What follows belongs to an exercise in optimizing a design on an open flow for small area and a short achievable clock period; a production flow would make more cautious choices.
RTL that was checked went through simulation tests only; none was proved equivalent to the original.
No functional check of the RTL was part of run 2.
Power is estimated from default activity; no workload was simulated.

## flow/design.v (module list and top-level ports; edited modules follow where they fit)
// module bc_pe: 36 lines
// module bc_mmul: 437 lines
// module demux4to1: 13 lines
// module regfile: 300 lines
// module regfile_4: 300 lines
// module top_2dsys: 507 lines
module top_2dsys(
  input          clock,
  input          reset,
  input  [127:0] io_in,
  input          io_rw_co,
  input          io_ping_pong_wr,
  input          io_ping_pong_rd,
  input          io_wr_input,
  output         io_wr_ready,
  input          io_start,
  input          io_iormac,
  output         io_sys_busy,
  input          io_rd_output,
  output         io_rd_ready,
  output [127:0] io_out
);
  // ...
==> flow/run.sh <==
#!/bin/bash
# synth_recipe.tcl (not shown) runs the flow's synth.tcl, then flattens the netlist and writes it again
# the make line also repeats each setting of config.mk as NAME=value (left out here)
make -C /OpenROAD-flow-scripts/flow DESIGN_CONFIG=/design/flow/config.mk WORK_HOME=/design/flow/orfs CLKGATE_MAP_FILE= SYNTH_SCRIPT=/design/flow/synth_recipe.tcl finish
==> flow/config.mk <==
export PLATFORM = sky130hd
export DESIGN_NAME = top_2dsys
export DESIGN_NICKNAME = top_2dsys
export VERILOG_FILES = /design/flow/design.v
export SDC_FILE = /design/flow/constraint.sdc
export NUM_CORES = 8
export LEC_CHECK = 0
export CAP_MARGIN = 20
export CORE_MARGIN = 2
export CORE_UTILIZATION = 45
export SLEW_MARGIN = 30
==> flow/constraint.sdc <==
create_clock -name core_clock -period 12.0 [get_ports {clock}]
set_input_delay 2.4000 -clock core_clock [delete_from_list [all_inputs] [get_ports {clock}]]
set_output_delay 2.4000 -clock core_clock [all_outputs]
set_load 0.01 [all_outputs]
==> run notes, run 1 <==
* Met3 Resource Use GR at 5.19%
* Ys Warns at 4
* Worst Hold Launch: shiftRegister_5
* Via/cell ratio at 5.87
* Vias in the first global route at 406000
* Outcome: finished clean
* Total CTS buffers at 1118
* CP most frequent cell: buf_4
* P_sw at 0.0197 W
* Worst path cell trace: buf_4 -> nor3b_1 -> or2_0 -> nand2_1 -> nor2_4 -> buf_4 -> buf_4 -> nand2_1 -> a31oi_1 -> a211oi_1 -> o2111ai_1 -> a22o_1 -> a21oi_1 -> o21ai_1 -> clkdlybuf4s50_1
* Post-layout util at 49.8%
* Post-Syn Area at 492000 um^2
* RSZ-0062 raised after global routing: false
* Max frequency at roughly 96 MHz
* Seq pwr share at 43.0%
* Largest net degree at the start of global routing at 219
* Worst skew pair latency at 1270 ps
* WL final at between 1500 and 2000 mm
* Clock Power at approximately 0.034 W
* N_taps at about 14000
* Net Sw Frac at 27.2%
* Cell taking the most area after synthesis: dfxtp_1
* FF+latch count at 9310
* Cells after Synth at 60200
* Seq/Total Area, Yosys at 37.9%
* Buf+Inv Stages, Crit Path at 4
* Filler Cell Count at 105000
* Top Metal Used: met5
* Met1 global-route usage at between 40 and 50%
* Xor/xnor share of the synthesized area at 1.03%
==> module top_2dsys, before the edit <==
module top_2dsys(
  input          clock,
  input          reset,
  input  [127:0] io_in,
  input          io_rw_co,
  input          io_ping_pong_wr,
  input          io_ping_pong_rd,
  input          io_wr_input,
  output         io_wr_ready,
  input          io_start,
  input          io_iormac,
  output         io_sys_busy,
  input          io_rd_output,
  output         io_rd_ready,
  output [127:0] io_out
);
  wire  bc_mmul_clock;  
  wire  bc_mmul_reset;  
  wire [7:0] bc_mmul_io_x_input_0;  
  wire [7:0] bc_mmul_io_x_input_1;  
  wire [7:0] bc_mmul_io_x_input_2;  
  wire [7:0] bc_mmul_io_x_input_3;  
  wire [7:0] bc_mmul_io_w_input_0;  
  wire [7:0] bc_mmul_io_w_input_1;  
  wire [7:0] bc_mmul_io_w_input_2;  
  wire [7:0] bc_mmul_io_w_input_3;  
  wire  bc_mmul_io_input_valid_0;  
  wire  bc_mmul_io_input_valid_1;  
  wire  bc_mmul_io_input_valid_2;  
  wire  bc_mmul_io_input_valid_3;  
  wire  bc_mmul_io_input_valid_4;  
  wire  bc_mmul_io_input_valid_5;  
  wire  bc_mmul_io_input_valid_6;  
  wire  bc_mmul_io_input_valid_7;  
  wire  bc_mmul_io_input_valid_8;  
  wire  bc_mmul_io_input_valid_9;  
  wire  bc_mmul_io_input_valid_10;  
  wire  bc_mmul_io_input_valid_11;  
  wire  bc_mmul_io_input_valid_12;  
  wire  bc_mmul_io_input_valid_13;  
  wire  bc_mmul_io_input_valid_14;  
  wire  bc_mmul_io_input_valid_15;  
  wire  bc_mmul_io_iormac_0;  
  wire  bc_mmul_io_iormac_1;  
  wire  bc_mmul_io_iormac_2;  
  wire  bc_mmul_io_iormac_3;  
  wire  bc_mmul_io_iormac_4;  
  wire  bc_mmul_io_iormac_5;  
  wire  bc_mmul_io_iormac_6;  
  wire  bc_mmul_io_iormac_7;  
  wire  bc_mmul_io_iormac_8;  
  wire  bc_mmul_io_iormac_9;  
  wire  bc_mmul_io_iormac_10;  
  wire  bc_mmul_io_iormac_11;  
  wire  bc_mmul_io_iormac_12;  
  wire  bc_mmul_io_iormac_13;  
  wire  bc_mmul_io_iormac_14;  
  wire  bc_mmul_io_iormac_15;  
  wire [31:0] bc_mmul_io_out_0;  
  wire [31:0] bc_mmul_io_out_1;  
  wire [31:0] bc_mmul_io_out_2;  
  wire [31:0] bc_mmul_io_out_3;  
  wire  demux4to1_io_in;  
  wire [1:0] demux4to1_io_sel;  
  wire  demux4to1_io_out0;  
  wire  demux4to1_io_out1;  
  wire  demux4to1_io_out2;  
  wire  demux4to1_io_out3;  
  wire  regfile_clock;  
  wire  regfile_reset;  
  wire [31:0] regfile_io_din;  
  wire [4:0] regfile_io_addrs;  
  wire  regfile_io_en;  
  wire  regfile_io_load;  
  wire [31:0] regfile_io_regout;  
  wire  regfile_1_clock;  
  wire  regfile_1_reset;  
  wire [31:0] regfile_1_io_din;  
  wire [4:0] regfile_1_io_addrs;  
  wire  regfile_1_io_en;  
  wire  regfile_1_io_load;  
  wire [31:0] regfile_1_io_regout;  
  wire  regfile_2_clock;  
  wire  regfile_2_reset;  
  wire [31:0] regfile_2_io_din;  
  wire [4:0] regfile_2_io_addrs;  
  wire  regfile_2_io_en;  
  wire  regfile_2_io_load;  
  wire [31:0] regfile_2_io_regout;  
  wire  regfile_3_clock;  
  wire  regfile_3_reset;  
  wire [31:0] regfile_3_io_din;  
  wire [4:0] regfile_3_io_addrs;  
  wire  regfile_3_io_en;  
  wire  regfile_3_io_load;  
  wire [31:0] regfile_3_io_regout;  
  wire  regfile_4_clock;  
  wire  regfile_4_reset;  
  wire [31:0] regfile_4_io_din;  
  wire [4:0] regfile_4_io_addrs;  
  wire  regfile_4_io_en;  
  wire  regfile_4_io_load;  
  wire [31:0] regfile_4_io_regout;  
  wire  regfile_5_clock;  
  wire  regfile_5_reset;  
  wire [31:0] regfile_5_io_din;  
  wire [4:0] regfile_5_io_addrs;  
  wire  regfile_5_io_en;  
  wire  regfile_5_io_load;  
  wire [31:0] regfile_5_io_regout;  
  wire  regfile_6_clock;  
  wire  regfile_6_reset;  
  wire [31:0] regfile_6_io_din;  
  wire [4:0] regfile_6_io_addrs;  
  wire  regfile_6_io_en;  
  wire  regfile_6_io_load;  
  wire [31:0] regfile_6_io_regout;  
  wire  regfile_7_clock;  
  wire  regfile_7_reset;  
  wire [31:0] regfile_7_io_din;  
  wire [4:0] regfile_7_io_addrs;  
  wire  regfile_7_io_en;  
  wire  regfile_7_io_load;  
  wire [31:0] regfile_7_io_regout;  
  reg  wr_fsm;  
  reg [1:0] matmul_fsm;  
  reg  rd_fsm;  
  reg [4:0] addr_count_wr;  
  reg [4:0] addr_count_rd;  
  reg [4:0] addr_count_out;  
  reg  reg_en;  
  reg  reg_load;  
  reg [1:0] demux_sel;  
  reg [31:0] x_input;  
  reg [31:0] w_input;  
  reg  iormac_reg_0;  
  reg  iormac_reg_1;  
  reg  iormac_reg_2;  
  reg  shiftRegister_0;  
  reg  shiftRegister_1;  
  reg  shiftRegister_2;  
  reg  shiftRegister_3;  
  reg  shiftRegister_4;  
  reg  shiftRegister_5;  
  reg  shiftRegister_6;  
  wire  _T = matmul_fsm == 2'h0;  
  wire [7:0] _T_34 = x_input[7:0];  
  wire [7:0] _T_38 = x_input[15:8];  
  wire [7:0] _T_42 = x_input[23:16];  
  wire [7:0] _T_46 = x_input[31:24];  
  wire [7:0] _T_50 = w_input[7:0];  
  wire [7:0] _T_54 = w_input[15:8];  
  wire [7:0] _T_58 = w_input[23:16];  
  wire [7:0] _T_62 = w_input[31:24];  
  wire  _io_rd_ready_T = ~rd_fsm;  
  wire  _io_wr_ready_T = ~wr_fsm;  
  wire [31:0] reg_out_1_regout = regfile_5_io_regout;  
  wire [31:0] reg_out_0_regout = regfile_4_io_regout;  
  wire [63:0] io_out_lo = {reg_out_1_regout,reg_out_0_regout};  
  wire [31:0] reg_out_3_regout = regfile_7_io_regout;  
  wire [31:0] reg_out_2_regout = regfile_6_io_regout;  
  wire [63:0] io_out_hi = {reg_out_3_regout,reg_out_2_regout};  
  wire  _GEN_0 = io_ping_pong_wr ? 1'h0 : 1'h1;  
  wire  _T_103 = io_wr_input & ~io_rw_co;  
  wire [1:0] _GEN_1 = io_ping_pong_wr ? 2'h2 : 2'h3;  
  wire  _GEN_4 = io_wr_input & io_rw_co | _T_103;  
  wire [4:0] _addr_count_wr_T_1 = addr_count_wr + 5'h1;  
  wire  _GEN_7 = io_wr_input & reg_load;  
  wire  _GEN_11 = _io_wr_ready_T | reg_en;  
  wire [4:0] _addr_count_rd_T_1 = addr_count_rd + 5'h1;  
  wire [4:0] _GEN_16 = io_start ? _addr_count_rd_T_1 : 5'h0;  
  wire [1:0] _matmul_fsm_T_1 = ~iormac_reg_2 ? 2'h3 : 2'h2;  
  wire [1:0] _GEN_20 = addr_count_rd >= 5'h3 ? 2'h0 : matmul_fsm;  
  wire [4:0] _GEN_21 = 2'h3 == matmul_fsm ? _addr_count_rd_T_1 : addr_count_rd;  
  wire [1:0] _GEN_22 = 2'h3 == matmul_fsm ? _GEN_20 : matmul_fsm;  
  wire  _GEN_29 = io_rd_output | rd_fsm;  
  wire [4:0] _addr_count_out_T_1 = addr_count_out + 5'h1;  
  bc_mmul bc_mmul (  
    .clock(bc_mmul_clock),
    .reset(bc_mmul_reset),
    .io_x_input_0(bc_mmul_io_x_input_0),
    .io_x_input_1(bc_mmul_io_x_input_1),
    .io_x_input_2(bc_mmul_io_x_input_2),
    .io_x_input_3(bc_mmul_io_x_input_3),
    .io_w_input_0(bc_mmul_io_w_input_0),
    .io_w_input_1(bc_mmul_io_w_input_1),
    .io_w_input_2(bc_mmul_io_w_input_2),
    .io_w_input_3(bc_mmul_io_w_input_3),
    .io_input_valid_0(bc_mmul_io_input_valid_0),
    .io_input_valid_1(bc_mmul_io_input_valid_1),
    .io_input_valid_2(bc_mmul_io_input_valid_2),
    .io_input_valid_3(bc_mmul_io_input_valid_3),
    .io_input_valid_4(bc_mmul_io_input_valid_4),
    .io_input_valid_5(bc_mmul_io_input_valid_5),
    .io_input_valid_6(bc_mmul_io_input_valid_6),
    .io_input_valid_7(bc_mmul_io_input_valid_7),
    .io_input_valid_8(bc_mmul_io_input_valid_8),
    .io_input_valid_9(bc_mmul_io_input_valid_9),
    .io_input_valid_10(bc_mmul_io_input_valid_10),
    .io_input_valid_11(bc_mmul_io_input_valid_11),
    .io_input_valid_12(bc_mmul_io_input_valid_12),
    .io_input_valid_13(bc_mmul_io_input_valid_13),
    .io_input_valid_14(bc_mmul_io_input_valid_14),
    .io_input_valid_15(bc_mmul_io_input_valid_15),
    .io_iormac_0(bc_mmul_io_iormac_0),
    .io_iormac_1(bc_mmul_io_iormac_1),
    .io_iormac_2(bc_mmul_io_iormac_2),
    .io_iormac_3(bc_mmul_io_iormac_3),
    .io_iormac_4(bc_mmul_io_iormac_4),
    .io_iormac_5(bc_mmul_io_iormac_5),
    .io_iormac_6(bc_mmul_io_iormac_6),
    .io_iormac_7(bc_mmul_io_iormac_7),
    .io_iormac_8(bc_mmul_io_iormac_8),
    .io_iormac_9(bc_mmul_io_iormac_9),
    .io_iormac_10(bc_mmul_io_iormac_10),
    .io_iormac_11(bc_mmul_io_iormac_11),
    .io_iormac_12(bc_mmul_io_iormac_12),
    .io_iormac_13(bc_mmul_io_iormac_13),
    .io_iormac_14(bc_mmul_io_iormac_14),
    .io_iormac_15(bc_mmul_io_iormac_15),
    .io_out_0(bc_mmul_io_out_0),
    .io_out_1(bc_mmul_io_out_1),
    .io_out_2(bc_mmul_io_out_2),
    .io_out_3(bc_mmul_io_out_3)
  );
  demux4to1 demux4to1 (  
    .io_in(demux4to1_io_in),
    .io_sel(demux4to1_io_sel),
    .io_out0(demux4to1_io_out0),
    .io_out1(demux4to1_io_out1),
    .io_out2(demux4to1_io_out2),
    .io_out3(demux4to1_io_out3)
  );
  regfile regfile (  
    .clock(regfile_clock),
    .reset(regfile_reset),
    .io_din(regfile_io_din),
    .io_addrs(regfile_io_addrs),
    .io_en(regfile_io_en),
    .io_load(regfile_io_load),
    .io_regout(regfile_io_regout)
  );
  regfile regfile_1 (  
    .clock(regfile_1_clock),
    .reset(regfile_1_reset),
    .io_din(regfile_1_io_din),
    .io_addrs(regfile_1_io_addrs),
    .io_en(regfile_1_io_en),
    .io_load(regfile_1_io_load),
    .io_regout(regfile_1_io_regout)
  );
  regfile regfile_2 (  
    .clock(regfile_2_clock),
    .reset(regfile_2_reset),
    .io_din(regfile_2_io_din),
    .io_addrs(regfile_2_io_addrs),
    .io_en(regfile_2_io_en),
    .io_load(regfile_2_io_load),
    .io_regout(regfile_2_io_regout)
  );
  regfile regfile_3 (  
    .clock(regfile_3_clock),
    .reset(regfile_3_reset),
    .io_din(regfile_3_io_din),
    .io_addrs(regfile_3_io_addrs),
    .io_en(regfile_3_io_en),
    .io_load(regfile_3_io_load),
    .io_regout(regfile_3_io_regout)
  );
  regfile_4 regfile_4 (  
    .clock(regfile_4_clock),
    .reset(regfile_4_reset),
    .io_din(regfile_4_io_din),
    .io_addrs(regfile_4_io_addrs),
    .io_en(regfile_4_io_en),
    .io_load(regfile_4_io_load),
    .io_regout(regfile_4_io_regout)
  );
  regfile_4 regfile_5 (  
    .clock(regfile_5_clock),
    .reset(regfile_5_reset),
    .io_din(regfile_5_io_din),
    .io_addrs(regfile_5_io_addrs),
    .io_en(regfile_5_io_en),
    .io_load(regfile_5_io_load),
    .io_regout(regfile_5_io_regout)
  );
  regfile_4 regfile_6 (  
    .clock(regfile_6_clock),
    .reset(regfile_6_reset),
    .io_din(regfile_6_io_din),
    .io_addrs(regfile_6_io_addrs),
    .io_en(regfile_6_io_en),
    .io_load(regfile_6_io_load),
    .io_regout(regfile_6_io_regout)
  );
  regfile_4 regfile_7 (  
    .clock(regfile_7_clock),
    .reset(regfile_7_reset),
    .io_din(regfile_7_io_din),
    .io_addrs(regfile_7_io_addrs),
    .io_en(regfile_7_io_en),
    .io_load(regfile_7_io_load),
    .io_regout(regfile_7_io_regout)
  );
  assign io_wr_ready = ~wr_fsm ? 1'h0 : 1'h1;  
  assign io_sys_busy = _T ? 1'h0 : 1'h1;  
  assign io_rd_ready = ~rd_fsm ? 1'h0 : 1'h1;  
  assign io_out = {io_out_hi,io_out_lo};  
  assign bc_mmul_clock = clock;
  assign bc_mmul_reset = reset;
  assign bc_mmul_io_x_input_0 = _T ? $signed(8'sh0) : $signed(_T_34);  
  assign bc_mmul_io_x_input_1 = _T ? $signed(8'sh0) : $signed(_T_38);  
  assign bc_mmul_io_x_input_2 = _T ? $signed(8'sh0) : $signed(_T_42);  
  assign bc_mmul_io_x_input_3 = _T ? $signed(8'sh0) : $signed(_T_46);  
  assign bc_mmul_io_w_input_0 = _T ? $signed(8'sh0) : $signed(_T_50);  
  assign bc_mmul_io_w_input_1 = _T ? $signed(8'sh0) : $signed(_T_54);  
  assign bc_mmul_io_w_input_2 = _T ? $signed(8'sh0) : $signed(_T_58);  
  assign bc_mmul_io_w_input_3 = _T ? $signed(8'sh0) : $signed(_T_62);  
  assign bc_mmul_io_input_valid_0 = matmul_fsm == 2'h0 ? 1'h0 : io_start;  
  assign bc_mmul_io_input_valid_1 = matmul_fsm == 2'h0 ? 1'h0 : io_start;  
  assign bc_mmul_io_input_valid_2 = matmul_fsm == 2'h0 ? 1'h0 : io_start;  
  assign bc_mmul_io_input_valid_3 = matmul_fsm == 2'h0 ? 1'h0 : io_start;  
  assign bc_mmul_io_input_valid_4 = matmul_fsm == 2'h0 ? 1'h0 : io_start;  
  assign bc_mmul_io_input_valid_5 = matmul_fsm == 2'h0 ? 1'h0 : io_start;  
  assign bc_mmul_io_input_valid_6 = matmul_fsm == 2'h0 ? 1'h0 : io_start;  
  assign bc_mmul_io_input_valid_7 = matmul_fsm == 2'h0 ? 1'h0 : io_start;  
  assign bc_mmul_io_input_valid_8 = matmul_fsm == 2'h0 ? 1'h0 : io_start;  
  assign bc_mmul_io_input_valid_9 = matmul_fsm == 2'h0 ? 1'h0 : io_start;  
  assign bc_mmul_io_input_valid_10 = matmul_fsm == 2'h0 ? 1'h0 : io_start;  
  assign bc_mmul_io_input_valid_11 = matmul_fsm == 2'h0 ? 1'h0 : io_start;  
  assign bc_mmul_io_input_valid_12 = matmul_fsm == 2'h0 ? 1'h0 : io_start;  
  assign bc_mmul_io_input_valid_13 = matmul_fsm == 2'h0 ? 1'h0 : io_start;  
  assign bc_mmul_io_input_valid_14 = matmul_fsm == 2'h0 ? 1'h0 : io_start;  
  assign bc_mmul_io_input_valid_15 = matmul_fsm == 2'h0 ? 1'h0 : io_start;  
  assign bc_mmul_io_iormac_0 = io_iormac ? io_iormac : shiftRegister_0;  
  assign bc_mmul_io_iormac_1 = io_iormac ? io_iormac : shiftRegister_0;  
  assign bc_mmul_io_iormac_2 = io_iormac ? io_iormac : shiftRegister_0;  
  assign bc_mmul_io_iormac_3 = io_iormac ? io_iormac : shiftRegister_0;  
  assign bc_mmul_io_iormac_4 = io_iormac ? io_iormac : shiftRegister_2;  
  assign bc_mmul_io_iormac_5 = io_iormac ? io_iormac : shiftRegister_2;  
  assign bc_mmul_io_iormac_6 = io_iormac ? io_iormac : shiftRegister_2;  
  assign bc_mmul_io_iormac_7 = io_iormac ? io_iormac : shiftRegister_2;  
  assign bc_mmul_io_iormac_8 = io_iormac ? io_iormac : shiftRegister_4;  
  assign bc_mmul_io_iormac_9 = io_iormac ? io_iormac : shiftRegister_4;  
  assign bc_mmul_io_iormac_10 = io_iormac ? io_iormac : shiftRegister_4;  
  assign bc_mmul_io_iormac_11 = io_iormac ? io_iormac : shiftRegister_4;  
  assign bc_mmul_io_iormac_12 = io_iormac ? io_iormac : shiftRegister_6;  
  assign bc_mmul_io_iormac_13 = io_iormac ? io_iormac : shiftRegister_6;  
  assign bc_mmul_io_iormac_14 = io_iormac ? io_iormac : shiftRegister_6;  
  assign bc_mmul_io_iormac_15 = io_iormac ? io_iormac : shiftRegister_6;  
  assign demux4to1_io_in = reg_load;  
  assign demux4to1_io_sel = demux_sel;  
  assign regfile_clock = clock;
  assign regfile_reset = reset;
  assign regfile_io_din = io_in[31:0];  
  assign regfile_io_addrs = demux_sel == 2'h0 & io_wr_ready ? addr_count_wr : addr_count_rd;  
  assign regfile_io_en = reg_en;  
  assign regfile_io_load = demux4to1_io_out0;  
  assign regfile_1_clock = clock;
  assign regfile_1_reset = reset;
  assign regfile_1_io_din = io_in[31:0];  
  assign regfile_1_io_addrs = demux_sel == 2'h2 & io_wr_ready ? addr_count_wr : addr_count_rd;  
  assign regfile_1_io_en = reg_en;  
  assign regfile_1_io_load = demux4to1_io_out2;  
  assign regfile_2_clock = clock;
  assign regfile_2_reset = reset;
  assign regfile_2_io_din = io_in[31:0];  
  assign regfile_2_io_addrs = demux_sel == 2'h1 & io_wr_ready ? addr_count_wr : addr_count_rd;  
  assign regfile_2_io_en = reg_en;  
  assign regfile_2_io_load = demux4to1_io_out1;  
  assign regfile_3_clock = clock;
  assign regfile_3_reset = reset;
  assign regfile_3_io_din = io_in[31:0];  
  assign regfile_3_io_addrs = demux_sel == 2'h3 & io_wr_ready ? addr_count_wr : addr_count_rd;  
  assign regfile_3_io_en = reg_en;  
  assign regfile_3_io_load = demux4to1_io_out3;  
  assign regfile_4_clock = clock;
  assign regfile_4_reset = reset;
  assign regfile_4_io_din = bc_mmul_io_out_0;  
  assign regfile_4_io_addrs = rd_fsm ? addr_count_out : addr_count_rd;  
  assign regfile_4_io_en = reg_en;  
  assign regfile_4_io_load = matmul_fsm == 2'h3;  
  assign regfile_5_clock = clock;
  assign regfile_5_reset = reset;
  assign regfile_5_io_din = bc_mmul_io_out_1;  
  assign regfile_5_io_addrs = rd_fsm ? addr_count_out : addr_count_rd;  
  assign regfile_5_io_en = reg_en;  
  assign regfile_5_io_load = matmul_fsm == 2'h3;  
  assign regfile_6_clock = clock;
  assign regfile_6_reset = reset;
  assign regfile_6_io_din = bc_mmul_io_out_2;  
  assign regfile_6_io_addrs = rd_fsm ? addr_count_out : addr_count_rd;  
  assign regfile_6_io_en = reg_en;  
  assign regfile_6_io_load = matmul_fsm == 2'h3;  
  assign regfile_7_clock = clock;
  assign regfile_7_reset = reset;
  assign regfile_7_io_din = bc_mmul_io_out_3;  
  assign regfile_7_io_addrs = rd_fsm ? addr_count_out : addr_count_rd;  
  assign regfile_7_io_en = reg_en;  
  assign regfile_7_io_load = matmul_fsm == 2'h3;  
  always @(posedge clock) begin
    if (reset) begin  
      wr_fsm <= 1'h0;  
    end else if (_io_wr_ready_T) begin  
      wr_fsm <= _GEN_4;
    end else if (wr_fsm) begin  
      wr_fsm <= io_wr_input;
    end
    if (reset) begin  
      matmul_fsm <= 2'h0;  
    end else if (2'h0 == matmul_fsm) begin  
      if (io_start) begin  
        matmul_fsm <= 2'h1;  
      end
    end else if (2'h1 == matmul_fsm) begin  
      if (!(io_start)) begin  
        matmul_fsm <= 2'h2;  
      end
    end else if (2'h2 == matmul_fsm) begin  
      matmul_fsm <= _matmul_fsm_T_1;  
    end else begin
      matmul_fsm <= _GEN_22;
    end
    if (reset) begin  
      rd_fsm <= 1'h0;  
    end else if (_io_rd_ready_T) begin  
      rd_fsm <= _GEN_29;
    end else if (rd_fsm) begin  
      if (addr_count_out >= 5'h3) begin  
        rd_fsm <= 1'h0;  
      end
    end
    if (reset) begin  
      addr_count_wr <= 5'h0;  
    end else if (_io_wr_ready_T) begin  
      addr_count_wr <= 5'h0;  
    end else if (wr_fsm) begin  
      addr_count_wr <= _addr_count_wr_T_1;  
    end
    if (reset) begin  
      addr_count_rd <= 5'h0;  
    end else if (2'h0 == matmul_fsm) begin  
      addr_count_rd <= _GEN_16;
    end else if (2'h1 == matmul_fsm) begin  
      addr_count_rd <= _GEN_16;
    end else if (!(2'h2 == matmul_fsm)) begin  
      addr_count_rd <= _GEN_21;
    end
    if (reset) begin  
      addr_count_out <= 5'h0;  
    end else if (_io_rd_ready_T) begin  
      addr_count_out <= 5'h0;  
    end else if (rd_fsm) begin  
      if (addr_count_out >= 5'h3) begin  
        addr_count_out <= 5'h0;  
      end else begin
        addr_count_out <= _addr_count_out_T_1;  
      end
    end
    if (reset) begin  
      reg_en <= 1'h0;  
    end else begin
      reg_en <= _GEN_11;
    end
    if (reset) begin  
      reg_load <= 1'h0;  
    end else if (_io_wr_ready_T) begin  
      reg_load <= _GEN_4;
    end else if (wr_fsm) begin  
      reg_load <= _GEN_7;
    end
    if (reset) begin  
      demux_sel <= 2'h2;  
    end else if (_io_wr_ready_T) begin  
      if (io_wr_input & io_rw_co) begin  
        demux_sel <= {{1'd0}, _GEN_0};
      end else if (io_wr_input & ~io_rw_co) begin  
        demux_sel <= _GEN_1;
      end
    end
    if (reset) begin  
      x_input <= 32'h0;  
    end else if (io_ping_pong_rd) begin  
      x_input <= regfile_io_regout;
    end else begin
      x_input <= regfile_2_io_regout;
    end
    if (reset) begin  
      w_input <= 32'h0;  
    end else if (io_ping_pong_rd) begin  
      w_input <= regfile_1_io_regout;
    end else begin
      w_input <= regfile_3_io_regout;
    end
    iormac_reg_0 <= reset | io_iormac;  
    iormac_reg_1 <= reset | iormac_reg_0;  
    iormac_reg_2 <= reset | iormac_reg_1;  
    shiftRegister_0 <= reset | io_iormac;  
    shiftRegister_1 <= reset | shiftRegister_0;  
    shiftRegister_2 <= reset | shiftRegister_1;  
    shiftRegister_3 <= reset | shiftRegister_2;  
    shiftRegister_4 <= reset | shiftRegister_3;  
    shiftRegister_5 <= reset | shiftRegister_4;  
    shiftRegister_6 <= reset | shiftRegister_5;  
  end
endmodule
==> inputs of run 2 (changes only) <==
==> flow/design.v (replaced) <==
`timescale 1ns/1ns
module top_2dsys(
  input          clock,
  input          reset,
  input  [127:0] io_in,
  input          io_rw_co,
  input          io_ping_pong_wr,
  input          io_ping_pong_rd,
  input          io_wr_input,
  output         io_wr_ready,
  input          io_start,
  input          io_iormac,
  output         io_sys_busy,
  input          io_rd_output,
  output         io_rd_ready,
  output [127:0] io_out
);
  reg rst_q;
  always @(posedge clock) rst_q <= reset;
  reg        wr_fsm;
  reg  [1:0] wsel;    
  reg        we_q;
  reg  [4:0] wa;
  reg [31:0] wd;
  always @(posedge clock) begin
    wr_fsm <= ~reset & io_wr_input;
    if (~wr_fsm & io_wr_input) wsel <= {~io_rw_co, ~io_ping_pong_wr};
    we_q <= ~reset & wr_fsm;
    wa   <= we_q ? wa + 5'd1 : 5'd0;
    wd   <= io_in[31:0];
  end
  wire [6:0]    widx = {wsel, wa};
  wire [4095:0] mem;
  reg  [127:0]  vb;
  genvar g;
  generate
    for (g = 0; g < 128; g = g + 1) begin : word
      reg [31:0] d;
      always @(posedge clock)
        if (we_q && widx == g) d <= wd;
      assign mem[32*g +: 32] = d;
    end
  endgenerate
  always @(posedge clock)
    if (rst_q) vb <= 128'd0;
    else if (we_q) vb[widx] <= 1'b1;
  reg  [1:0] fsm;     
  reg        busy;
  reg  [2:0] im;
  reg  [1:0] dc;
  reg        b_q;
  reg [31:0] rsel;
  reg  [1:0] fsm_n;
  always @* begin
    fsm_n = fsm;
    case (fsm)
      2'd0: if (io_start) fsm_n = 2'd1;
      2'd1: if (!io_start) fsm_n = 2'd2;
      2'd2: if (!im[2]) fsm_n = 2'd3;
      2'd3: if (dc == 2'd3) fsm_n = 2'd0;
    endcase
    if (reset) fsm_n = 2'd0;
  end
  wire comp = fsm == 2'd1;
  always @(posedge clock) begin
    fsm  <= fsm_n;
    busy <= fsm_n != 2'd0;
    im   <= {im[1:0], io_iormac} | {3{reset}};
    dc   <= (fsm == 2'd3) ? dc + 2'd1 : 2'd0;
    if (fsm == 2'd0) b_q <= io_ping_pong_rd;
    rsel <= comp ? {rsel[30:0], rsel[31]} : 32'd1;
  end
  reg [31:0] xrd, wrd;
  reg        xv, wv;
  integer i;
  always @* begin
    xrd = 32'd0; wrd = 32'd0; xv = 1'b0; wv = 1'b0;
    for (i = 0; i < 32; i = i + 1) begin
      xrd = xrd | ({32{rsel[i] &  b_q}} & mem[32*i +: 32])
                | ({32{rsel[i] & ~b_q}} & mem[32*(32+i) +: 32]);
      wrd = wrd | ({32{rsel[i] &  b_q}} & mem[32*(64+i) +: 32])
                | ({32{rsel[i] & ~b_q}} & mem[32*(96+i) +: 32]);
      xv  = xv | (rsel[i] & (b_q ? vb[i] : vb[32+i]));
      wv  = wv | (rsel[i] & (b_q ? vb[64+i] : vb[96+i]));
    end
  end
  reg [31:0] xr, wr;
  reg        fx, fw, v1;
  always @(posedge clock) begin
    xr <= xrd;
    wr <= wrd;
    fx <= ~reset & comp & xv;
    fw <= ~reset & comp & wv;
    v1 <= ~reset & comp & io_start;
  end
  reg [7:0] xd [0:3][1:3];
  reg [7:0] wdl [0:3][1:3];
  reg [3:1] fxd, fwd;
  integer r, c;
  always @(posedge clock) begin
    for (r = 0; r < 4; r = r + 1) begin
      xd[r][1] <= xr[8*r +: 8];
      xd[r][2] <= xd[r][1];
      xd[r][3] <= xd[r][2];
      wdl[r][1] <= wr[8*r +: 8];
      wdl[r][2] <= wdl[r][1];
      wdl[r][3] <= wdl[r][2];
    end
    fxd <= reset ? 3'd0 : {fxd[2:1], fx};
    fwd <= reset ? 3'd0 : {fwd[2:1], fw};
  end
  wire [3:0] fxa = {fxd, fx};
  wire [3:0] fwa = {fwd, fw};
  wire [511:0] accs;
  genvar gr, gc;
  generate
    for (gr = 0; gr < 4; gr = gr + 1) begin : row
      for (gc = 0; gc < 4; gc = gc + 1) begin : col
        wire [7:0] xo = (gc == 0) ? xr[8*gr +: 8] : xd[gr][gc];
        wire [7:0] wo = (gr == 0) ? wr[8*gc +: 8] : wdl[gc][gr];
        wire       en = v1 & fxa[gc] & fwa[gr];
        wire [7:0] xg = en ? xo : 8'd0;
        reg [17:0] pp [0:7];
        integer i, j;
        always @* begin
          for (i = 0; i < 8; i = i + 1) begin
            pp[i] = 18'd0;
            for (j = 0; j < 8; j = j + 1)
              pp[i][i+j] = ((i == 7) ^ (j == 7)) ? ~(xg[i] & wo[j]) : (xg[i] & wo[j]);
          end
        end
        reg  [15:0] lo, hi;
        reg   [1:0] cq;    
        wire [17:0] t = {2'b00, lo} + pp[0] + pp[1] + pp[2] + pp[3]
                        + pp[4] + pp[5] + pp[6] + pp[7] + 18'h38100;
        always @(posedge clock) begin
          lo <= rst_q ? 16'd0 : t[15:0];
          cq <= t[17:16];
          hi <= rst_q ? 16'd0 : hi + {{14{cq[1]}}, cq};
        end
        wire [31:0] acc = {hi, lo};
        assign accs[128*gr + 32*gc +: 32] = acc;
      end
    end
  endgenerate
  reg         rd_fsm;
  reg   [1:0] aco;
  reg [127:0] out_q;
  wire  [1:0] nrow = rd_fsm ? aco + 2'd1 : 2'd0;
  always @(posedge clock) begin
    if (reset) begin
      rd_fsm <= 1'b0;
      aco    <= 2'd0;
    end else if (!rd_fsm) begin
      rd_fsm <= io_rd_output;
      aco    <= 2'd0;
    end else if (aco == 2'd3) begin
      rd_fsm <= 1'b0;
      aco    <= 2'd0;
    end else begin
      aco    <= aco + 2'd1;
    end
    out_q <= rst_q ? 128'd0 : accs[128*nrow +: 128];
  end
  assign io_wr_ready = wr_fsm;
  assign io_sys_busy = busy;
  assign io_rd_ready = rd_fsm;
  assign io_out      = out_q;
endmodule
==> run notes, run 2 <==
* Hold Buf Count CTS at 0 (unchanged)
* Buf+Inv Stages, Crit Path at 2 (was 4)
* Design area at 258000 um^2 (was 543000 um^2)
* I/O Pins at 268 (unchanged)
* Post-CTS Setup Repair Bufs at 0 (unchanged)
* WP data required at 12920 ps (was 9600 ps)
* Die Height at 717 um (was 1.05 mm)
* Largest registers: word.d (4096), row.col.hi (256), row.col.lo (256)
* Clock sink count at 5247 (was 9310)
* Crit share post-route at 53.3% (was 86.6%)
* Root buffer cell: clkbuf_16 (unchanged)
* Crit path max fanout at 60 (was 33)
* Grt ovf at 0 (unchanged)
* Max frequency at 156 MHz (was 96.3 MHz)
* Global-route wire length before repair at 1100 mm (was 2690 mm)
* Worst skew pair latency at 1120 ps (was 1270 ps)
* Skew final at 106 ps (was 102 ps)
* Setup Crit Path Kind: reg2reg (was reg2out)
* LEAKAGE at 94.2 nW (was 195 nW)
* Post-layout util at 51.1% (was 49.8%)
* Post-Place Cells at 22800 (was 70800)
* Most common cell after layout, fill and taps aside: edfxtp_1 (was nand2_1)
* Max-Slew Margin vs Limit at 12.6% (was 19.0%)
* Final setup violation count at 0 (unchanged)
* Slowest CP cell: dfxtp_1 (was nor2_4)
* Initial antenna violation count at 59 (was 90)
* Max reg flops at 4096
* GP Congestion at 0.844 (was 0.903)
* CTS-repair resized insts at 0 (unchanged)
* Met1 global-route usage at 39.6% (was 42.5%)
* Power per Cell Area at 185 nW/um^2 (was 133 nW/um^2)
* Fraction of registers with async set/reset at 0% (unchanged)
* Minimum clock period at 6390 ps (was 10390 ps)
* Startpoint types: flop (unchanged)
* DRT iter0 DRCs at 22300 (was 47200)
* Remaining DRCs at 0 (unchanged)
* CP endpoint kind: flop (was output port)
* Post-Syn Area at 229000 um^2 (was 492000 um^2)
* Fin. max-slew vios at 0 (unchanged)
* Register-to-register path setup slack at 5610 ps (was 3690 ps)
* Cells after Synth at 16400 (was 60200)
* WL final at 786 mm (was 1810 mm)
* Post-DR wirelength/cell at 32.9 um (was 24.8 um)
* Seq/Total Area, Yosys at 63.8% (was 37.9%)
* Top_reg_cell synth: edfxtp_1 (was dfxtp_1)
* Share of cells above drive strength 1 at 8.95% (was 6.82%)
* Hold EP: im[2] (was shiftRegister_6)
* Worst path cell trace: and3_1 -> buf_4 -> and2_1 -> nand2_1 -> fa_1 -> fa_1 -> fa_1 -> inv_1 -> fa_1 -> ha_1 -> o21a_1 -> a21oi_1 -> o21ai_0 -> and4_1 -> a2111oi_2 -> a21oi_1 -> xor2_1 (was buf_4 -> nor3b_1 -> or2_0 -> nand2_1 -> nor2_4 -> buf_4 -> buf_4 -> nand2_1 -> a31oi_1 -> a211oi_1 -> o2111ai_1 -> a22o_1 -> a21oi_1 -> o21ai_1 -> clkdlybuf4s50_1)
* Chip width at 717 um (was 1.05 mm)
* Outcome: finished clean (unchanged)
* Met3 Resource Use GR at 6.81% (was 5.19%)
* Most common cell in the netlist: edfxtp_1 (was nand2_1)
* Netlist cell types at 77 (was 121)
* Fin Setup TNS at 0 ps (unchanged)
* Post-DRT Antenna Nets at 0 (unchanged)
* Final #Nets at 18500 (was 61500)
* Final non-filler cell total at 23900 (was 72900)
* Met2 global-route usage at 48.2% (was 49.5%)
* Clock transition at the registers of the reported paths at 60 ps (was 70 ps)
* Die area at 514000 um^2 (was 1100000 um^2)
* Min-delay worst type: reg2reg (unchanged)
* Final WS setup at 5610 ps (was 1610 ps)
* Max-Cap Viols at 0 (unchanged)
* Layer with the highest usage: met2 (unchanged)
* RSZ-0062 raised after global routing: false (unchanged)
* Most frequent cells in the layout: 4099 x edfxtp_1, 1082 x dfxtp_1, 1055 x inv_1 (was 12200 x nand2_1, 9291 x dfxtp_1, 6011 x nor2_1)
* CORE AREA at 506000 um^2 (was 1090000 um^2)
* Final hold vios at 0 (unchanged)
* Rows at 261 (was 384)
* CP peak stage delay at 750 ps (was 840 ps)
* Avg Synthesized Cell Area at 14.0 um^2 (was 8.17 um^2)
* Cell taking the most area after synthesis: edfxtp_1 (was dfxtp_1)
* Peak VDD IR at 0.198 mV (was 0.133 mV)
* Worst r2r dst: row[1].col[0].cq[1] (was bc_mmul.bc_pe_1.mac[28])
* Vias in the first global route at 146000 (was 406000)
* CTS tree: built (unchanged)
* Area grow syn2layout at 12.9% (was 10.4%)
* Post-synth EDFFs at 4099 (was 0)
* Via/cell ratio at 6.37 (was 5.87)
* Top post-synthesis cells by count: 4099 x edfxtp_1, 1148 x dfxtp_1, 1055 x inv_1 (was 12300 x nand2_1, 9310 x dfxtp_1, 6200 x nor2_1)
* Largest cells by area after synthesis: edfxtp_1 54%, dfxtp_1 10%, fa_1 7.1% (was dfxtp_1 38%, fa_1 11%, nand2_1 9.4%)
* CP delay by family, top: adder cells (was simple AND/OR/NAND/NOR gates)
* Worst-Margin Slew at 1300 ps (was 1210 ps)
* Post-Place Setup Slack at 5570 ps (was 1050 ps)
* CP most frequent cell: fa_1 (was buf_4)
* Critical R2R Launch: v1 (was matmul_fsm[0])
* # H-tree levels at 6 (was 7)
* Share of the synthesized area in the top cell type at 53.8% (was 37.9%)
* Synth Register Bits at 5247 (was 9310)
* Initial core utilization at 45.3% (was 45.1%)
* Largest register by flop count: word.d
* PortBufs at 171 (unchanged)
* Worst-case clock buffer depth at 4 (was 6)
* Worst r2r path cells at 17 (was 24)
* Routed via count at 152000 (was 427000)
* Total CTS buffers at 561 (was 1118)
* GRT Total Usage at 29.9% (was 31.5%)
* HPWL Detailed at 452 mm (was 1130 mm)
* Worst Hold Launch: im[1] (was shiftRegister_5)
* Ys Warns at 19 (was 4)
* Placed Area at 241000 um^2 (was 507000 um^2)
* Data arrival, critical path at 7310 ps (was 7990 ps)
* Drt first pass iters at 10 (unchanged)
* Hold Path Cell Cnt at 1 (unchanged)
* Largest net degree at the start of global routing at 158 (was 219)
-- run 2: cell count changes after synthesis, sizes merged, moves of 788 or more --
cell     delta
dfxtp    -8162
nor2     -5408
and2      -890
fa       -1976
nand2   -11600
o21ai     -810
and3      +788
a211oi   -4305
o22ai     -823
edfxtp   +4099
clkbuf   -3911
a21oi    -5224
inv      -2206
-- run 2: cell type report --
class / instances / area [um^2]
diodes: 42 / 105
clock buffers: 748 / 15300
clock inverters: 260 / 2310
fillers: 42700 / 247000
inverters: 1056 / 3970
multi-input cells: 9247 / 76900
flip-flops and latches: 5247 / 146000
well taps: 6706 / 8390
repair buffers: 551 / 5080
-- run 2: worst max-delay path by stage --
stage,startpoint,endpoint,slack [ps],cells after the start
4_1_cts,v1,row[1].col[0].cq[1],5580,17
2_1_floorplan,v1,row[0].col[0].cq[0],6850,20
5_1_grt,v1,row[1].col[0].cq[1],5300,17
3_3_place_gp,v1,row[1].col[0].cq[1],5590,17
6_report,v1,row[1].col[0].cq[1],5610,17
3_5_place_dp,v1,row[1].col[0].cq[1],5570,17
-- run 2: routing by layer --
metal | routed length, um | vias to the layer above
li1 | - | 63000
met1 | 291000 | 77300
met2 | 361000 | 9785
met3 | 97200 | 1900
met4 | 35700 | 34
met5 | 214 | -
-- run 2: power by group --
part           leakage [nW]  switching, W  internal (W)
Combinational          39.2       0.00530       0.00432
Sequential             46.3      0.000952        0.0204
Clock                  8.62       0.00739       0.00959
-- run 2: logic make-up (layout without fill, tap and decap cells) --
logic type / after synthesis / in the layout / synth area share [%]
flip-flops: 5247 / 5247 / 63.8
AND/OR/NAND/NOR: 3596 / 3596 / 7.98
AO/OA/AOI/OAI: 3556 / 3556 / 11.5
buffers and inverters: 1894 / 2615 / 3.12
adder cells (fa/ha/maj): 1687 / 1687 / 11.9
XOR/XNOR: 341 / 341 / 1.32
multiplexers: 67 / 67 / 0.328
other: 0 / 42 / 0
-- run 2: metrics by stage --
step                total power, W  hold slack [ps]
detailed placement          0.0312              395
finish                      0.0479              406
global placement            0.0311              392
global route                0.0501              413
floorplan                   0.0287              348
CTS                         0.0480              408
==> inputs of run 3 (changes only) <==
==> flow/design.v (replaced) <==
`timescale 1ns/1ns
module top_2dsys(
  input          clock,
  input          reset,
  input  [127:0] io_in,
  input          io_rw_co,
  input          io_ping_pong_wr,
  input          io_ping_pong_rd,
  input          io_wr_input,
  output         io_wr_ready,
  input          io_start,
  input          io_iormac,
  output         io_sys_busy,
  input          io_rd_output,
  output         io_rd_ready,
  output [127:0] io_out
);
  reg rst_q;
  always @(posedge clock) rst_q <= reset;
  reg        wr_rdy, wr_idle;
  reg  [1:0] wsel;    
  reg  [4:0] waddr;
  wire       wr_fsm = ~wr_idle;
  always @(posedge clock) begin
    wr_rdy  <= ~reset & io_wr_input;
    wr_idle <= reset | ~io_wr_input;
    if (wr_idle & io_wr_input) wsel <= {~io_rw_co, ~io_ping_pong_wr};
    waddr   <= wr_fsm ? waddr + 5'd1 : 5'd0;
  end
  wire  [6:0]   widx = {wsel, waddr};
  wire [31:0]   din  = rst_q ? 32'd0 : io_in[31:0];
  wire [4095:0] mem;
  genvar g;
  generate
    for (g = 0; g < 128; g = g + 1) begin : word
      reg [31:0] d;
      always @(posedge clock)
        if (rst_q | (wr_fsm & (widx == g))) d <= din;
      assign mem[32*g +: 32] = d;
    end
  endgenerate
  reg  [1:0] fsm;     
  reg        busy;
  reg  [2:0] im;
  reg  [1:0] dc;
  reg [31:0] selp, selq;    
  reg  [1:0] fsm_n;
  always @* begin
    fsm_n = fsm;
    case (fsm)
      2'd0: if (io_start) fsm_n = 2'd1;
      2'd1: if (!io_start) fsm_n = 2'd2;
      2'd2: if (!im[2]) fsm_n = 2'd3;
      2'd3: if (dc == 2'd3) fsm_n = 2'd0;
    endcase
    if (reset) fsm_n = 2'd0;
  end
  wire comp = fsm == 2'd1;
  always @(posedge clock) begin
    fsm  <= fsm_n;
    busy <= fsm_n != 2'd0;
    im   <= {im[1:0], io_iormac} | {3{reset}};
    dc   <= (fsm == 2'd3) ? dc + 2'd1 : 2'd0;
    if (comp) begin
      selp <= {selp[30:0], selp[31]};
      selq <= {selq[30:0], selq[31]};
    end else begin
      selp <= {31'd0,  io_ping_pong_rd};
      selq <= {31'd0, ~io_ping_pong_rd};
    end
  end
  reg [31:0] xrd, wrd;
  integer i;
  always @* begin
    xrd = 32'd0;
    wrd = 32'd0;
    for (i = 0; i < 32; i = i + 1) begin
      xrd = xrd | ({32{selp[i]}} & mem[32*i +: 32])
                | ({32{selq[i]}} & mem[32*(32+i) +: 32]);
      wrd = wrd | ({32{selp[i]}} & mem[32*(64+i) +: 32])
                | ({32{selq[i]}} & mem[32*(96+i) +: 32]);
    end
  end
  wire [47:0] wrdg;
  genvar gb;
  generate
    for (gb = 0; gb < 4; gb = gb + 1) begin : benc
      booth_enc enc (.w(wrd[8*gb +: 8]), .dg(wrdg[12*gb +: 12]));
    end
  endgenerate
  wire       go   = ~reset & comp & io_start;
  wire       kill = reset | (comp & ~io_start);
  reg [31:0] xr;
  reg [47:0] wr;
  reg  [7:0] xd [0:3][1:3];
  reg [11:0] wdl [0:3][1:3];
  integer r;
  always @(posedge clock) begin
    xr <= go ? xrd : 32'd0;
    wr <= go ? wrdg : 48'd0;
    for (r = 0; r < 4; r = r + 1) begin
      xd[r][1]  <= kill ? 8'd0 : xr[8*r +: 8];
      xd[r][2]  <= kill ? 8'd0 : xd[r][1];
      xd[r][3]  <= kill ? 8'd0 : xd[r][2];
      wdl[r][1] <= kill ? 12'd0 : wr[12*r +: 12];
      wdl[r][2] <= kill ? 12'd0 : wdl[r][1];
      wdl[r][3] <= kill ? 12'd0 : wdl[r][2];
    end
  end
  wire [511:0] accs;
  genvar gr, gc;
  generate
    for (gr = 0; gr < 4; gr = gr + 1) begin : row
      for (gc = 0; gc < 4; gc = gc + 1) begin : col
        wire [7:0] xo = (gc == 0) ? xr[8*gr +: 8] : xd[gr][gc];
        wire [11:0] wo = (gr == 0) ? wr[12*gc +: 12] : wdl[gc][gr];
        reg  [15:0] lo, hi;
        reg   [2:0] pc;    
        reg   [1:0] cq;    
        wire  [2:0] pco;
        wire [17:0] t;     
        pe_mac mac (.x(xo), .dg(wo), .lo(lo), .pc(pc), .pco(pco), .t(t));
        always @(posedge clock) begin
          lo <= reset ? 16'd0 : t[15:0];
          pc <= reset ? 3'd0 : pco;
          cq <= reset ? 2'd0 : t[17:16];
          hi <= reset ? 16'd0 : hi + {{14{cq[1]}}, cq};
        end
        assign accs[128*gr + 32*gc +: 32] = {hi, lo};
      end
    end
  endgenerate
  reg         rd_rdy, rd_idle;
  reg   [1:0] aco;
  reg [127:0] out_q;
  wire        rd_fsm = ~rd_idle;
  wire  [1:0] nrow = rd_fsm ? aco + 2'd1 : 2'd0;
  wire        rd_n = ~reset & (rd_fsm ? (aco != 2'd3) : io_rd_output);
  always @(posedge clock) begin
    rd_rdy  <= rd_n;
    rd_idle <= ~(~reset & (rd_fsm ? (aco != 2'd3) : io_rd_output));
    aco     <= (reset | ~rd_fsm | (aco == 2'd3)) ? 2'd0 : aco + 2'd1;
    out_q   <= accs[128*nrow +: 128];
  end
  assign io_wr_ready = wr_rdy;
  assign io_sys_busy = busy;
  assign io_rd_ready = rd_rdy;
  assign io_out      = out_q;
endmodule
module pe_mac(
  input  [7:0]  x,
  input  [11:0] dg,
  input  [15:0] lo,
  input  [2:0]  pc,
  output [2:0]  pco,
  output [17:0] t
);
  wire [8:0] xe = {x[7], x};
  wire one0 = dg[0], two0 = dg[1], neg0 = dg[2];
  wire b_0_0 = (one0 & xe[0]) ^ neg0;
  wire b_0_1 = ((one0 & xe[1]) | (two0 & xe[0])) ^ neg0;
  wire b_0_2 = ((one0 & xe[2]) | (two0 & xe[1])) ^ neg0;
  wire b_0_3 = ((one0 & xe[3]) | (two0 & xe[2])) ^ neg0;
  wire b_0_4 = ((one0 & xe[4]) | (two0 & xe[3])) ^ neg0;
  wire b_0_5 = ((one0 & xe[5]) | (two0 & xe[4])) ^ neg0;
  wire b_0_6 = ((one0 & xe[6]) | (two0 & xe[5])) ^ neg0;
  wire b_0_7 = ((one0 & xe[7]) | (two0 & xe[6])) ^ neg0;
  wire b_0_8 = ((one0 & xe[8]) | (two0 & xe[7])) ^ neg0;
  wire one1 = dg[3], two1 = dg[4], neg1 = dg[5];
  wire b_1_0 = (one1 & xe[0]) ^ neg1;
  wire b_1_1 = ((one1 & xe[1]) | (two1 & xe[0])) ^ neg1;
  wire b_1_2 = ((one1 & xe[2]) | (two1 & xe[1])) ^ neg1;
  wire b_1_3 = ((one1 & xe[3]) | (two1 & xe[2])) ^ neg1;
  wire b_1_4 = ((one1 & xe[4]) | (two1 & xe[3])) ^ neg1;
  wire b_1_5 = ((one1 & xe[5]) | (two1 & xe[4])) ^ neg1;
  wire b_1_6 = ((one1 & xe[6]) | (two1 & xe[5])) ^ neg1;
  wire b_1_7 = ((one1 & xe[7]) | (two1 & xe[6])) ^ neg1;
  wire b_1_8 = ((one1 & xe[8]) | (two1 & xe[7])) ^ neg1;
  wire one2 = dg[6], two2 = dg[7], neg2 = dg[8];
  wire b_2_0 = (one2 & xe[0]) ^ neg2;
  wire b_2_1 = ((one2 & xe[1]) | (two2 & xe[0])) ^ neg2;
  wire b_2_2 = ((one2 & xe[2]) | (two2 & xe[1])) ^ neg2;
  wire b_2_3 = ((one2 & xe[3]) | (two2 & xe[2])) ^ neg2;
  wire b_2_4 = ((one2 & xe[4]) | (two2 & xe[3])) ^ neg2;
  wire b_2_5 = ((one2 & xe[5]) | (two2 & xe[4])) ^ neg2;
  wire b_2_6 = ((one2 & xe[6]) | (two2 & xe[5])) ^ neg2;
  wire b_2_7 = ((one2 & xe[7]) | (two2 & xe[6])) ^ neg2;
  wire b_2_8 = ((one2 & xe[8]) | (two2 & xe[7])) ^ neg2;
  wire one3 = dg[9], two3 = dg[10], neg3 = dg[11];
  wire b_3_0 = (one3 & xe[0]) ^ neg3;
  wire b_3_1 = ((one3 & xe[1]) | (two3 & xe[0])) ^ neg3;
  wire b_3_2 = ((one3 & xe[2]) | (two3 & xe[1])) ^ neg3;
  wire b_3_3 = ((one3 & xe[3]) | (two3 & xe[2])) ^ neg3;
  wire b_3_4 = ((one3 & xe[4]) | (two3 & xe[3])) ^ neg3;
  wire b_3_5 = ((one3 & xe[5]) | (two3 & xe[4])) ^ neg3;
  wire b_3_6 = ((one3 & xe[6]) | (two3 & xe[5])) ^ neg3;
  wire b_3_7 = ((one3 & xe[7]) | (two3 & xe[6])) ^ neg3;
  wire b_3_8 = ((one3 & xe[8]) | (two3 & xe[7])) ^ neg3;
  wire ss12 = ~b_0_8 ^ ~b_1_8 ^ ~b_2_8;
  wire sc12 = (~b_0_8 & ~b_1_8) | (~b_0_8 & ~b_2_8) | (~b_1_8 & ~b_2_8);
  wire s1 = lo[4] ^ pc[0] ^ neg2;
  wire c2 = (lo[4] & pc[0]) | (lo[4] & neg2) | (pc[0] & neg2);
  wire s3 = lo[5] ^ b_0_5;
  wire c4 = lo[5] & b_0_5;
  wire s5 = lo[6] ^ neg3 ^ b_0_6;
  wire c6 = (lo[6] & neg3) | (lo[6] & b_0_6) | (neg3 & b_0_6);
  wire s7 = b_1_4 ^ b_2_2;
  wire c8 = b_1_4 & b_2_2;
  wire s9 = lo[7] ^ b_0_7 ^ b_1_5;
  wire c10 = (lo[7] & b_0_7) | (lo[7] & b_1_5) | (b_0_7 & b_1_5);
  wire s11 = b_2_3 ^ b_3_1;
  wire c12 = b_2_3 & b_3_1;
  wire s13 = lo[8] ^ pc[1] ^ b_0_8;
  wire c14 = (lo[8] & pc[1]) | (lo[8] & b_0_8) | (pc[1] & b_0_8);
  wire s15 = b_1_6 ^ b_2_4 ^ b_3_2;
  wire c16 = (b_1_6 & b_2_4) | (b_1_6 & b_3_2) | (b_2_4 & b_3_2);
  wire s17 = lo[9] ^ b_0_8 ^ b_1_7;
  wire c18 = (lo[9] & b_0_8) | (lo[9] & b_1_7) | (b_0_8 & b_1_7);
  wire s19 = b_2_5 ^ b_3_3;
  wire c20 = b_2_5 & b_3_3;
  wire s21 = lo[10] ^ b_0_8 ^ b_1_8;
  wire c22 = (lo[10] & b_0_8) | (lo[10] & b_1_8) | (b_0_8 & b_1_8);
  wire s23 = b_2_6 ^ b_3_4;
  wire c24 = b_2_6 & b_3_4;
  wire s25 = lo[11] ^ b_0_8 ^ b_1_8;
  wire c26 = (lo[11] & b_0_8) | (lo[11] & b_1_8) | (b_0_8 & b_1_8);
  wire s27 = b_2_7 ^ b_3_5;
  wire c28 = b_2_7 & b_3_5;
  wire s29 = 1'b1 ^ lo[12] ^ pc[2];
  wire c30 = (1'b1 & lo[12]) | (1'b1 & pc[2]) | (lo[12] & pc[2]);
  wire s31 = b_3_6 ^ ss12;
  wire c32 = b_3_6 & ss12;
  wire s33 = lo[13] ^ b_3_7;
  wire c34 = lo[13] & b_3_7;
  wire s35 = lo[2] ^ neg1;
  wire c36 = lo[2] & neg1;
  wire s37 = lo[3] ^ b_0_3;
  wire c38 = lo[3] & b_0_3;
  wire s39 = b_0_4 ^ b_1_2 ^ b_2_0;
  wire c40 = (b_0_4 & b_1_2) | (b_0_4 & b_2_0) | (b_1_2 & b_2_0);
  wire s41 = b_1_3 ^ b_2_1 ^ c2;
  wire c42 = (b_1_3 & b_2_1) | (b_1_3 & c2) | (b_2_1 & c2);
  wire s43 = b_3_0 ^ c4 ^ s7;
  wire c44 = (b_3_0 & c4) | (b_3_0 & s7) | (c4 & s7);
  wire s45 = c8 ^ s11 ^ c6;
  wire c46 = (c8 & s11) | (c8 & c6) | (s11 & c6);
  wire s47 = c12 ^ c10 ^ s13;
  wire c48 = (c12 & c10) | (c12 & s13) | (c10 & s13);
  wire s49 = s19 ^ c14 ^ c16;
  wire c50 = (s19 & c14) | (s19 & c16) | (c14 & c16);
  wire s51 = c20 ^ s23 ^ c18;
  wire c52 = (c20 & s23) | (c20 & c18) | (s23 & c18);
  wire s53 = c24 ^ s27 ^ c22;
  wire c54 = (c24 & s27) | (c24 & c22) | (s27 & c22);
  wire s55 = s29 ^ c28 ^ c26;
  wire c56 = (s29 & c28) | (s29 & c26) | (c28 & c26);
  wire s57 = c30 ^ s33 ^ sc12;
  wire c58 = (c30 & s33) | (c30 & sc12) | (s33 & sc12);
  wire s59 = lo[14] ^ ~b_3_8;
  wire c60 = lo[14] & ~b_3_8;
  wire s61 = lo[0] ^ neg0;
  wire c62 = lo[0] & neg0;
  wire s63 = lo[1] ^ b_0_1;
  wire c64 = lo[1] & b_0_1;
  wire s65 = s35 ^ b_0_2 ^ b_1_0;
  wire c66 = (s35 & b_0_2) | (s35 & b_1_0) | (b_0_2 & b_1_0);
  wire s67 = c36 ^ b_1_1 ^ s37;
  wire c68 = (c36 & b_1_1) | (c36 & s37) | (b_1_1 & s37);
  wire s69 = s1 ^ c38 ^ s39;
  wire c70 = (s1 & c38) | (s1 & s39) | (c38 & s39);
  wire s71 = s3 ^ c40 ^ s41;
  wire c72 = (s3 & c40) | (s3 & s41) | (c40 & s41);
  wire s73 = c42 ^ s5 ^ s43;
  wire c74 = (c42 & s5) | (c42 & s43) | (s5 & s43);
  wire s75 = s9 ^ c44 ^ s45;
  wire c76 = (s9 & c44) | (s9 & s45) | (c44 & s45);
  wire s77 = s15 ^ c46 ^ s47;
  wire c78 = (s15 & c46) | (s15 & s47) | (c46 & s47);
  wire s79 = s17 ^ c48 ^ s49;
  wire c80 = (s17 & c48) | (s17 & s49) | (c48 & s49);
  wire s81 = s21 ^ c50 ^ s51;
  wire c82 = (s21 & c50) | (s21 & s51) | (c50 & s51);
  wire s83 = s25 ^ c52 ^ s53;
  wire c84 = (s25 & c52) | (s25 & s53) | (c52 & s53);
  wire s85 = c54 ^ s55 ^ s31;
  wire c86 = (c54 & s55) | (c54 & s31) | (s55 & s31);
  wire s87 = c32 ^ c56 ^ s57;
  wire c88 = (c32 & c56) | (c32 & s57) | (c56 & s57);
  wire s89 = c34 ^ s59 ^ c58;
  wire c90 = (c34 & s59) | (c34 & c58) | (s59 & c58);
  wire s91 = 1'b1 ^ lo[15] ^ c60;
  wire c92 = (1'b1 & lo[15]) | (1'b1 & c60) | (lo[15] & c60);
  wire [17:0] ra = {1'b1, 1'b1, s91, c88, c86, c84, c82, c80, c78, c76, c74, c72, c70, c68, c66, c64, c62, s61};
  wire [17:0] rb = {1'b0, c92, c90, s89, s87, s85, s83, s81, s79, s77, s75, s73, s71, s69, s67, s65, s63, b_0_0};
  wire [4:0] sg0 = ra[3:0] + rb[3:0];
  assign pco[0] = sg0[4];
  wire [4:0] sg1 = ra[7:4] + rb[7:4];
  assign pco[1] = sg1[4];
  wire [4:0] sg2 = ra[11:8] + rb[11:8];
  assign pco[2] = sg2[4];
  wire [6:0] sg3 = ra[17:12] + rb[17:12];
  assign t = {sg3[5:0], sg2[3:0], sg1[3:0], sg0[3:0]};
endmodule
module booth_enc(
  input  [7:0]  w,
  output [11:0] dg
);
  wire [8:0] we = {w, 1'b0};
  genvar i;
  generate
    for (i = 0; i < 4; i = i + 1) begin : d
      wire a = we[2*i+2], b = we[2*i+1], c = we[2*i];
      assign dg[3*i]   = b ^ c;
      assign dg[3*i+1] = (a & ~b & ~c) | (~a & b & c);
      assign dg[3*i+2] = a;
    end
  endgenerate
endmodule
==> run notes, run 3 <==
* Outcome: finished clean (unchanged)
* Startpoint types: flop (unchanged)
* Final setup violation count at 0 (unchanged)
* Initial core utilization at 45.1% (was 45.3%)
* Fin Setup TNS at 0 ps (unchanged)
* Ys Warns at 3 (was 19)
* Most common cell in the netlist: edfxtp_1 (unchanged)
* Global-route wire length before repair at 1140 mm (was 1100 mm)
* Largest register by flop count: word.d (unchanged)
* CP peak stage delay at 570 ps (was 750 ps)
* Area grow syn2layout at 13.2% (was 12.9%)
* Vias in the first global route at 140000 (was 146000)
* Avg Synthesized Cell Area at 14.3 um^2 (was 14.0 um^2)
* CP endpoint kind: output port (was flop)
* Routed via count at 150000 (was 152000)
* Post-DR wirelength/cell at 36.6 um (was 32.9 um)
* Final #Nets at 17300 (was 18500)
* WL final at 840 mm (was 786 mm)
* Worst path cell trace: clkdlybuf4s50_1 (was and3_1 -> buf_4 -> and2_1 -> nand2_1 -> fa_1 -> fa_1 -> fa_1 -> inv_1 -> fa_1 -> ha_1 -> o21a_1 -> a21oi_1 -> o21ai_0 -> and4_1 -> a2111oi_2 -> a21oi_1 -> xor2_1)
* Initial antenna violation count at 51 (was 59)
* Fin. max-slew vios at 0 (unchanged)
* Max reg flops at 4096 (unchanged)
* I/O Pins at 268 (unchanged)
* Max frequency at 223 MHz (was 156 MHz)
* Final hold vios at 0 (unchanged)
* Synth Register Bits at 5222 (was 5247)
* Die area at 503000 um^2 (was 514000 um^2)
* Post-DRT Antenna Nets at 0 (unchanged)
* Largest cells by area after synthesis: edfxtp_1 55%, dfxtp_1 10%, fa_1 5.3% (was edfxtp_1 54%, dfxtp_1 10%, fa_1 7.1%)
* # H-tree levels at 6 (unchanged)
* Worst-case clock buffer depth at 4 (unchanged)
* Slowest CP cell: clkdlybuf4s50_1 (was dfxtp_1)
* Grt ovf at 0 (unchanged)
* Power per Cell Area at 176 nW/um^2 (was 185 nW/um^2)
* Netlist cell types at 60 (was 77)
* Post-layout total power at 0.0447 W (was 0.0479 W)
* Clock sink count at 5222 (was 5247)
* Min-delay worst type: reg2reg (unchanged)
* Top post-synthesis cells by count: 4098 x edfxtp_1, 1124 x dfxtp_1, 1103 x inv_1 (was 4099 x edfxtp_1, 1148 x dfxtp_1, 1055 x inv_1)
* Crit share post-route at 37.3% (was 53.3%)
* Clock transition at the registers of the reported paths at 60 ps (about the same)
* Most common cell after layout, fill and taps aside: edfxtp_1 (unchanged)
* Root buffer cell: clkbuf_16 (unchanged)
* Chip width at 709 um (was 717 um)
* Setup Crit Path Kind: reg2out (was reg2reg)
* Minimum clock period at 4480 ps (was 6390 ps)
* DRT iter0 DRCs at 25900 (was 22300)
* Post-CTS Setup Repair Bufs at 0 (unchanged)
* Hold Buf Count CTS at 0 (unchanged)
* Max-Cap Viols at 0 (unchanged)
* Skew final at 82.9 ps (was 106 ps)
* Drt first pass iters at 6 (was 10)
* Largest net degree at the start of global routing at 183 (was 158)
* CP delay by family, top: buffers and inverters (was adder cells)
* CORE AREA at 496000 um^2 (was 506000 um^2)
* RSZ-0062 raised after global routing: false (unchanged)
* GP Congestion at 0.856 (was 0.844)
* GRT Total Usage at 32.6% (was 29.9%)
* Via/cell ratio at 6.54 (was 6.37)
* Data arrival, critical path at 2080 ps (was 7310 ps)
* Die Height at 709 um (was 717 um)
* Worst skew pair latency at 1140 ps (was 1120 ps)
* WP data required at 9600 ps (was 12920 ps)
* CTS tree: built (unchanged)
* HPWL Detailed at 472 mm (was 452 mm)
* Buf+Inv Stages, Crit Path at 1 (was 2)
* PortBufs at 171 (unchanged)
* Share of cells above drive strength 1 at 9.15% (was 8.95%)
* Post-Syn Area at 224000 um^2 (was 229000 um^2)
* Crit path max fanout at 1 (was 60)
* Remaining DRCs at 0 (unchanged)
* Most frequent cells in the layout: 4098 x edfxtp_1, 1103 x inv_1, 1058 x dfxtp_1 (was 4099 x edfxtp_1, 1082 x dfxtp_1, 1055 x inv_1)
* Post-synth EDFFs at 4098 (was 4099)
* Max-Slew Margin vs Limit at 19.2% (was 12.6%)
* Total CTS buffers at 558 (was 561)
* Cells after Synth at 15700 (was 16400)
* Peak VDD IR at 0.154 mV (was 0.198 mV)
* Cell taking the most area after synthesis: edfxtp_1 (unchanged)
* LEAKAGE at 94.6 nW (was 94.2 nW)
* CTS-repair resized insts at 0 (unchanged)
* Top_reg_cell synth: edfxtp_1 (unchanged)
* Fraction of registers with async set/reset at 0% (unchanged)
* Seq/Total Area, Yosys at 65.0% (was 63.8%)
* Largest registers: word.d (4096), row.col.hi (256), row.col.lo (256) (unchanged)
* Rows at 259 (was 261)
* Worst-Margin Slew at 1210 ps (was 1300 ps)
* Share of the synthesized area in the top cell type at 55.0% (was 53.8%)
==> run 3: cell types whose count changed after synthesis, moves of 303 or more <==
cell,change
a21oi_1,-386
a221oi_1,+505
a22o_1,+603
and3_1,-771
nand3_1,-437
xnor2_1,+303
==> run 3: logic make-up (layout without fill, tap and decap cells) <==
group,Yosys count,count (layout),share of synthesized area [%]
adders and majority gates,1334,1334,9.44
AOI/OAI and AO/OA,3664,3664,12.8
other,0,45,0
and+or+nand+nor,2475,2475,5.75
xor gates and xnor gates,844,844,3.30
muxes,14,14,0.0699
buffers and inverters,2102,2682,3.59
DFF,5222,5222,65.0
==> run 3: cell type report <==
cell class | count | area, um^2
Clock inverter | 261 | 2420
Clock buffer | 745 | 15200
Sequential cell | 5222 | 146000
Antenna cell | 45 | 113
Timing Repair Buffer | 573 | 5780
Fill cell | 41900 | 243000
Multi-Input combinational cell | 8331 | 71600
Tap cell | 6655 | 8330
Inverter | 1103 | 4140
==> run 3: worst paths after layout <==
path	start	to	slack, ps	depth (start not counted)
worst max-delay path	out_q[13]	io_out[13]	7520	1
worst min-delay path	im[1]	im[2]	410	1
worst max register to register	xr[15]	row[1].col[0].cq[1]	7520	13
worst min register to register	im[1]	im[2]	410	1
==> run 3: stage by stage <==
| step | worst slack, ps | util, % | instance area, um^2 | instances | hold WS, ps |
|---|---|---|---|---|---|
| 5_1_grt | 7170 | 51.0 | 253000 | 22900 | 428 |
| 3_3_place_gp | 6700 | 47.2 | 234000 | 21800 | 392 |
| 6_report | 7520 | 51.0 | 253000 | 22900 | 407 |
| 4_1_cts | 7450 | 51.0 | 253000 | 22900 | 408 |
| 2_1_floorplan | 5660 | - | 224000 | 15700 | 389 |
| 3_5_place_dp | 6720 | 47.4 | 236000 | 21900 | 395 |
==> run 3: power by group <==
group | switching, W | internal (W)
registers | 0.000746 | 0.0211
logic | 0.00368 | 0.00226
clock network | 0.00740 | 0.00953
==> run 3: metal layers <==
layer / routed length (um) / share of wire, % / global-route usage (%)
met5: 143 / 0.017 / 0
met4: 49400 / 5.9 / 15.6
met3: 124000 / 15 / 9.98
met2: 367000 / 44 / 49.4
met1: 300000 / 36 / 42.8

[port drivers added, routing unchanged]
Ports are ideal in the flow. The routed layouts listed here were re-timed in OpenROAD. Step 1: set_driving_cell puts a clkbuf_16 on clock and a buf_2 on each other input, an assumption about the parent block. Step 2 adds t to the input delays and takes it off the output delays; t is the mean of the earliest and latest rising clock arrival at the registers after step 1. Input paths then give back, and output paths get back, about the clock's delay inside the block. Slacks: ideal ports / drivers / drivers and shift; pairs: ideal ports / drivers.
| run | shift t [ns] | slack for setup (ns) | worst hold slack (ns) | clock arrival spread, ns |
|---|---|---|---|---|
| run 1 | 1.374 | 1.611 / 1.448 / 0.725 | 0.406 / 0.406 / 0.406 | 0.121 / 0.122 |
| run 2 | 1.186 | 5.607 / 5.607 / 5.607 | 0.406 / 0.406 / 0.406 | 0.110 / 0.110 |
| run 3 | 1.223 | 7.523 / 7.405 / 6.719 | 0.407 / 0.407 / 0.407 | 0.087 / 0.088 |
After both steps setup and hold are still met in every run listed. For run 1, which loses most, drivers alone change the setup slack by -0.163 ns; drivers and shift together by -0.886 ns.
